What follows belongs to an exercise in optimizing a design on an open flow for small area and a short achievable clock period; a production flow would make more cautious choices.
Where RTL was checked, it was by simulation tests only, not by an equivalence proof against the original.
Power is estimated from default activity; no workload was simulated.

==> sierra: inputs <==
## PE
module PE (
    input  wire               clk,
    input  wire               rst,
    input  wire               en,
    input  wire               mode_residual,
    input  wire signed [15:0] input_data,
    input  wire signed [15:0] weight_data,
    input  wire signed [15:0] residual_data,
    output reg  signed [15:0] output_data,
    output wire               input_sparse,
    output wire               weight_sparse,
    output wire               computation_skipped,
    output reg         [15:0] sparse_count,
    output reg         [15:0] total_count
);
export LEC_CHECK = 0
export CAP_MARGIN = 20
export CORE_MARGIN = 2
export CORE_UTILIZATION = 40
export PLACE_DENSITY = 0.6
export SETUP_SLACK_MARGIN = 3
export SLEW_MARGIN = 20
export SYNTH_HIERARCHICAL = 1
export SYNTH_MINIMUM_KEEP_SIZE = 0
create_clock -name core_clock -period 8.0 [get_ports {clk}]
standard.sh (not shown) runs the stock make flow with config.mk's settings and CLKGATE_MAP_FILE= SYNTH_SCRIPT=/design/flow/synth_recipe.tcl, a recipe that flattens the netlist after the stock synthesis.
==> flow/flow/run.sh <==
#!/bin/bash
# Standard ORFS layout, with port buffers of the smallest buffer cell
# (instead of buffer_ports' default pick, clkdlybuf4s50_1).
set -euo pipefail
export BUFFER_PORTS_ARGS="-buffer_cell sky130_fd_sc_hd__buf_1"
bash standard.sh finish > standard_flow.log 2>&1
==> inputs of harbor, as changes to sierra <==
Settings changed: SETUP_SLACK_MARGIN 3 to 4.
==> comparison table <==
                                                                             sierra                   harbor
CP bufs+invs                                                                       2                        4
Met1 Use GR                                                                    0.262                    0.267
Relative slew margins                                                          0.360                    0.353
P_comb                                                                     0.00272 W                0.00286 W
Unrepaired setup endpoints after global routing                                false                     true
FF-to-FF End                                                              acc_sn[15]               acc_cn[13]
Relative area of non-clock buffer cells in the final design                   0.0524                   0.0980
Leakage power total                                                          3.89 nW                  4.19 nW
Worst-path maximum fanout                                                         17                        5
Met3 WL                                                                      1010 um                   959 um
Sequential cell power                                                     0.000777 W               0.000785 W
Filler cell count in the final layout                                           1928                     1833
Global-route usage over all layers                                             0.178                    0.183
Result of the run                                            complete, no violations  complete, no violations
Startpoint of the most critical setup path                             input_data[0]           weight_data[0]
Fraction of power consumed by combinational cells                              0.702                    0.705
Vias                                                                            5567                     5802
Maximum frequency from static timing analysis                                206 MHz                  223 MHz
Global placer's final weighted congestion                                      0.894                    0.842
Worst slack, placed                                                          2.67 ns                  2.48 ns
Layout-stage area growth over the synthesis result                             11.1%                    20.8%
No run of this note included a check of the RTL's function; only the layout flow was run.

========
==> inputs of branch quartz <==
PE, a different RTL version from the one above (not shown whole).
Design PE, start of the top module:
module PE (
    input  wire               clk,
    input  wire               rst,
    input  wire               en,
    input  wire               mode_residual,
    input  wire signed [15:0] input_data,
    input  wire signed [15:0] weight_data,
    input  wire signed [15:0] residual_data,
    output reg  signed [15:0] output_data,
    output wire               input_sparse,
    output wire               weight_sparse,
    output wire               computation_skipped,
    output reg         [15:0] sparse_count,
    output reg         [15:0] total_count
);
clock: 8.0 ns
lec_check: 0
cap_margin: 20
core_margin: 2
core_utilization: 40
place_density: 0.6
setup_slack_margin: 3
slew_margin: 20
synth_hierarchical: 1
synth_minimum_keep_size: 0
Scripts as last shown in full above: flow/flow/run.sh
==> branch juniper: changes against branch quartz <==
--- a/flow/design.v
+++ b/flow/design.v
@@ -394,74 +394,43 @@
     wire fs102, fc102;
     fa u_fa102 (.a(fs73), .b(fc87), .c(fs88), .s(fs102), .co(fc102));
     wire fs103, fc103;
     fa u_fa103 (.a(fc88), .b(fs75), .c(fs89), .s(fs103), .co(fc103));
     wire fs104, fc104;
     fa u_fa104 (.a(fs77), .b(fc89), .c(fs90), .s(fs104), .co(fc104));
-    wire x15_0;
-    xo2 u_x0 (.a(acc_s[15]), .b(pp_0_15), .y(x15_0));
-    wire x15_1;
-    xo2 u_x1 (.a(pp_10_5), .b(pp_11_4), .y(x15_1));
-    wire x15_2;
-    xo2 u_x2 (.a(pp_12_3), .b(pp_13_2), .y(x15_2));
-    wire x15_3;
-    xo2 u_x3 (.a(pp_14_1), .b(pp_15_0), .y(x15_3));
-    wire x15_4;
-    xo2 u_x4 (.a(pp_1_14), .b(pp_2_13), .y(x15_4));
-    wire x15_5;
-    xo2 u_x5 (.a(pp_3_12), .b(pp_4_11), .y(x15_5));
-    wire x15_6;
-    xo2 u_x6 (.a(pp_5_10), .b(pp_6_9), .y(x15_6));
-    wire x15_7;
-    xo2 u_x7 (.a(pp_7_8), .b(pp_8_7), .y(x15_7));
-    wire x15_8;
-    xo2 u_x8 (.a(pp_9_6), .b(x15_0), .y(x15_8));
-    wire x15_9;
-    xo2 u_x9 (.a(x15_1), .b(x15_2), .y(x15_9));
-    wire x15_10;
-    xo2 u_x10 (.a(x15_3), .b(x15_4), .y(x15_10));
-    wire x15_11;
-    xo2 u_x11 (.a(x15_5), .b(x15_6), .y(x15_11));
-    wire x15_12;
-    xo2 u_x12 (.a(x15_7), .b(hc3), .y(x15_12));
-    wire x15_13;
-    xo2 u_x13 (.a(fc24), .b(fc25), .y(x15_13));
-    wire x15_14;
-    xo2 u_x14 (.a(fc3), .b(fc4), .y(x15_14));
-    wire x15_15;
-    xo2 u_x15 (.a(fc5), .b(x15_10), .y(x15_15));
-    wire x15_16;
-    xo2 u_x16 (.a(x15_11), .b(x15_8), .y(x15_16));
-    wire x15_17;
-    xo2 u_x17 (.a(x15_9), .b(x15_12), .y(x15_17));
-    wire x15_18;
-    xo2 u_x18 (.a(x15_13), .b(x15_14), .y(x15_18));
-    wire x15_19;
-    xo2 u_x19 (.a(x15_15), .b(x15_16), .y(x15_19));
-    wire x15_20;
-    xo2 u_x20 (.a(x15_17), .b(fc26), .y(x15_20));
-    wire x15_21;
-    xo2 u_x21 (.a(x15_18), .b(x15_19), .y(x15_21));
-    wire x15_22;
-    xo2 u_x22 (.a(fc27), .b(fc52), .y(x15_22));
-    wire x15_23;
-    xo2 u_x23 (.a(x15_20), .b(x15_21), .y(x15_23));
-    wire x15_24;
-    xo2 u_x24 (.a(x15_22), .b(fc53), .y(x15_24));
-    wire x15_25;
-    xo2 u_x25 (.a(x15_23), .b(x15_24), .y(x15_25));
-    wire x15_26;
-    xo2 u_x26 (.a(fc54), .b(fc76), .y(x15_26));
-    wire x15_27;
-    xo2 u_x27 (.a(x15_25), .b(x15_26), .y(x15_27));
-    wire x15_28;
-    xo2 u_x28 (.a(x15_27), .b(fc77), .y(x15_28));
-    wire x15_29;
-    xo2 u_x29 (.a(x15_28), .b(fc90), .y(x15_29));
-    wire x15_30;
-    xo2 u_x30 (.a(x15_29), .b(fc104), .y(x15_30));
+    wire x15_0 = acc_s[15] ^ pp_0_15;
+    wire x15_1 = pp_10_5 ^ pp_11_4;
+    wire x15_2 = pp_12_3 ^ pp_13_2;
+    wire x15_3 = pp_14_1 ^ pp_15_0;
+    wire x15_4 = pp_1_14 ^ pp_2_13;
+    wire x15_5 = pp_3_12 ^ pp_4_11;
+    wire x15_6 = pp_5_10 ^ pp_6_9;
+    wire x15_7 = pp_7_8 ^ pp_8_7;
+    wire x15_8 = pp_9_6 ^ x15_0;
+    wire x15_9 = x15_1 ^ x15_2;
+    wire x15_10 = x15_3 ^ x15_4;
+    wire x15_11 = x15_5 ^ x15_6;
+    wire x15_12 = x15_7 ^ hc3;
+    wire x15_13 = fc24 ^ fc25;
+    wire x15_14 = fc3 ^ fc4;
+    wire x15_15 = fc5 ^ x15_10;
+    wire x15_16 = x15_11 ^ x15_8;
+    wire x15_17 = x15_9 ^ x15_12;
+    wire x15_18 = x15_13 ^ x15_14;
+    wire x15_19 = x15_15 ^ x15_16;
+    wire x15_20 = x15_17 ^ fc26;
+    wire x15_21 = x15_18 ^ x15_19;
+    wire x15_22 = fc27 ^ fc52;
+    wire x15_23 = x15_20 ^ x15_21;
+    wire x15_24 = x15_22 ^ fc53;
+    wire x15_25 = x15_23 ^ x15_24;
+    wire x15_26 = fc54 ^ fc76;
+    wire x15_27 = x15_25 ^ x15_26;
+    wire x15_28 = x15_27 ^ fc77;
+    wire x15_29 = x15_28 ^ fc90;
+    wire x15_30 = x15_29 ^ fc104;
     wire [15:0] row0 = {x15_30, fc103, fc102, fc101, fc100, fc99, fc98, fc97, fc96, fc95, fc94, fc93, fc92, fc91, hc14, hs14};
     wire [15:0] row1 = {1'b0, fs104, fs103, fs102, fs101, fs100, fs99, fs98, fs97, fs96, fs95, fs94, fs93, fs92, fs91, pp_0_0};
     wire [15:0] res_g = residual_data & {16{mode_residual}};
     wire [15:0] out_s, out_c;
     assign out_c[0] = 1'b0;
     fa u_ofa0 (.a(acc_s[0]), .b(acc_c[0]), .c(res_g[0]), .s(out_s[0]), .co(out_c[1]));
@@ -514,13 +483,10 @@
     end
 endmodule
 module fa (input wire a, input wire b, input wire c, output wire s, output wire co);
     assign s = a ^ b ^ c;
     assign co = (a & b) | (a & c) | (b & c);
 endmodule
-module xo2 (input wire a, input wire b, output wire y);
-    assign y = a ^ b;
-endmodule
 module ha (input wire a, input wire b, output wire s, output wire co);
     assign s = a ^ b;
     assign co = a & b;
 endmodule
==> notes.md <==
In clock power, branch quartz and branch juniper hardly differ. Against branch juniper, the register-to-register slack of branch quartz is higher by 400 ps. First-iteration DRC count: branch juniper is lower than branch quartz (40%). Critical path depth: branch quartz is lower than branch juniper (5). Against branch quartz, the non-clock buffer count of branch juniper is lower by 1. Of branch quartz and branch juniper, branch juniper has the higher cell count (gap 0.97%, measured against branch juniper).
Function not checked in branch juniper: the RTL went through the layout flow alone.

-- separate check: timing with driven ports --
How much do the figures lean on ideal ports? The routed layouts below were timed once more, with nothing changed but the port constraints.
Step 1 (the two cells are an assumption about what drives the block):
set clk [get_ports {clk}]
set_driving_cell -lib_cell sky130_fd_sc_hd__clkbuf_16 $clk
set_driving_cell -lib_cell sky130_fd_sc_hd__buf_2 [delete_from_list [all_inputs] $clk]
Step 2 moves the port delays by t, midway between the first and last clock arrival at a register: inputs arrive t later, outputs are due t later. That takes back most of the time a late clock gives input paths.
Three values: ideal ports, drivers, drivers and shift; two values: the first two.
run	shift t [ns]	setup slack, ns	latest minus earliest clock arrival (ns)
sierra	0.364	3.149 / 3.158 / 2.794	0.010 / 0.009
harbor	0.373	3.524 / 3.494 / 3.121	0.009 / 0.009
branch quartz	0.363	3.106 / 3.116 / 2.752	0.009 / 0.009
branch juniper	0.372	2.851 / 2.866 / 2.493	0.008 / 0.007
After both steps every run listed still meets setup and hold. The setup slack of harbor, which loses most, moves by -0.030 ns with the drivers and by -0.403 ns with both steps.
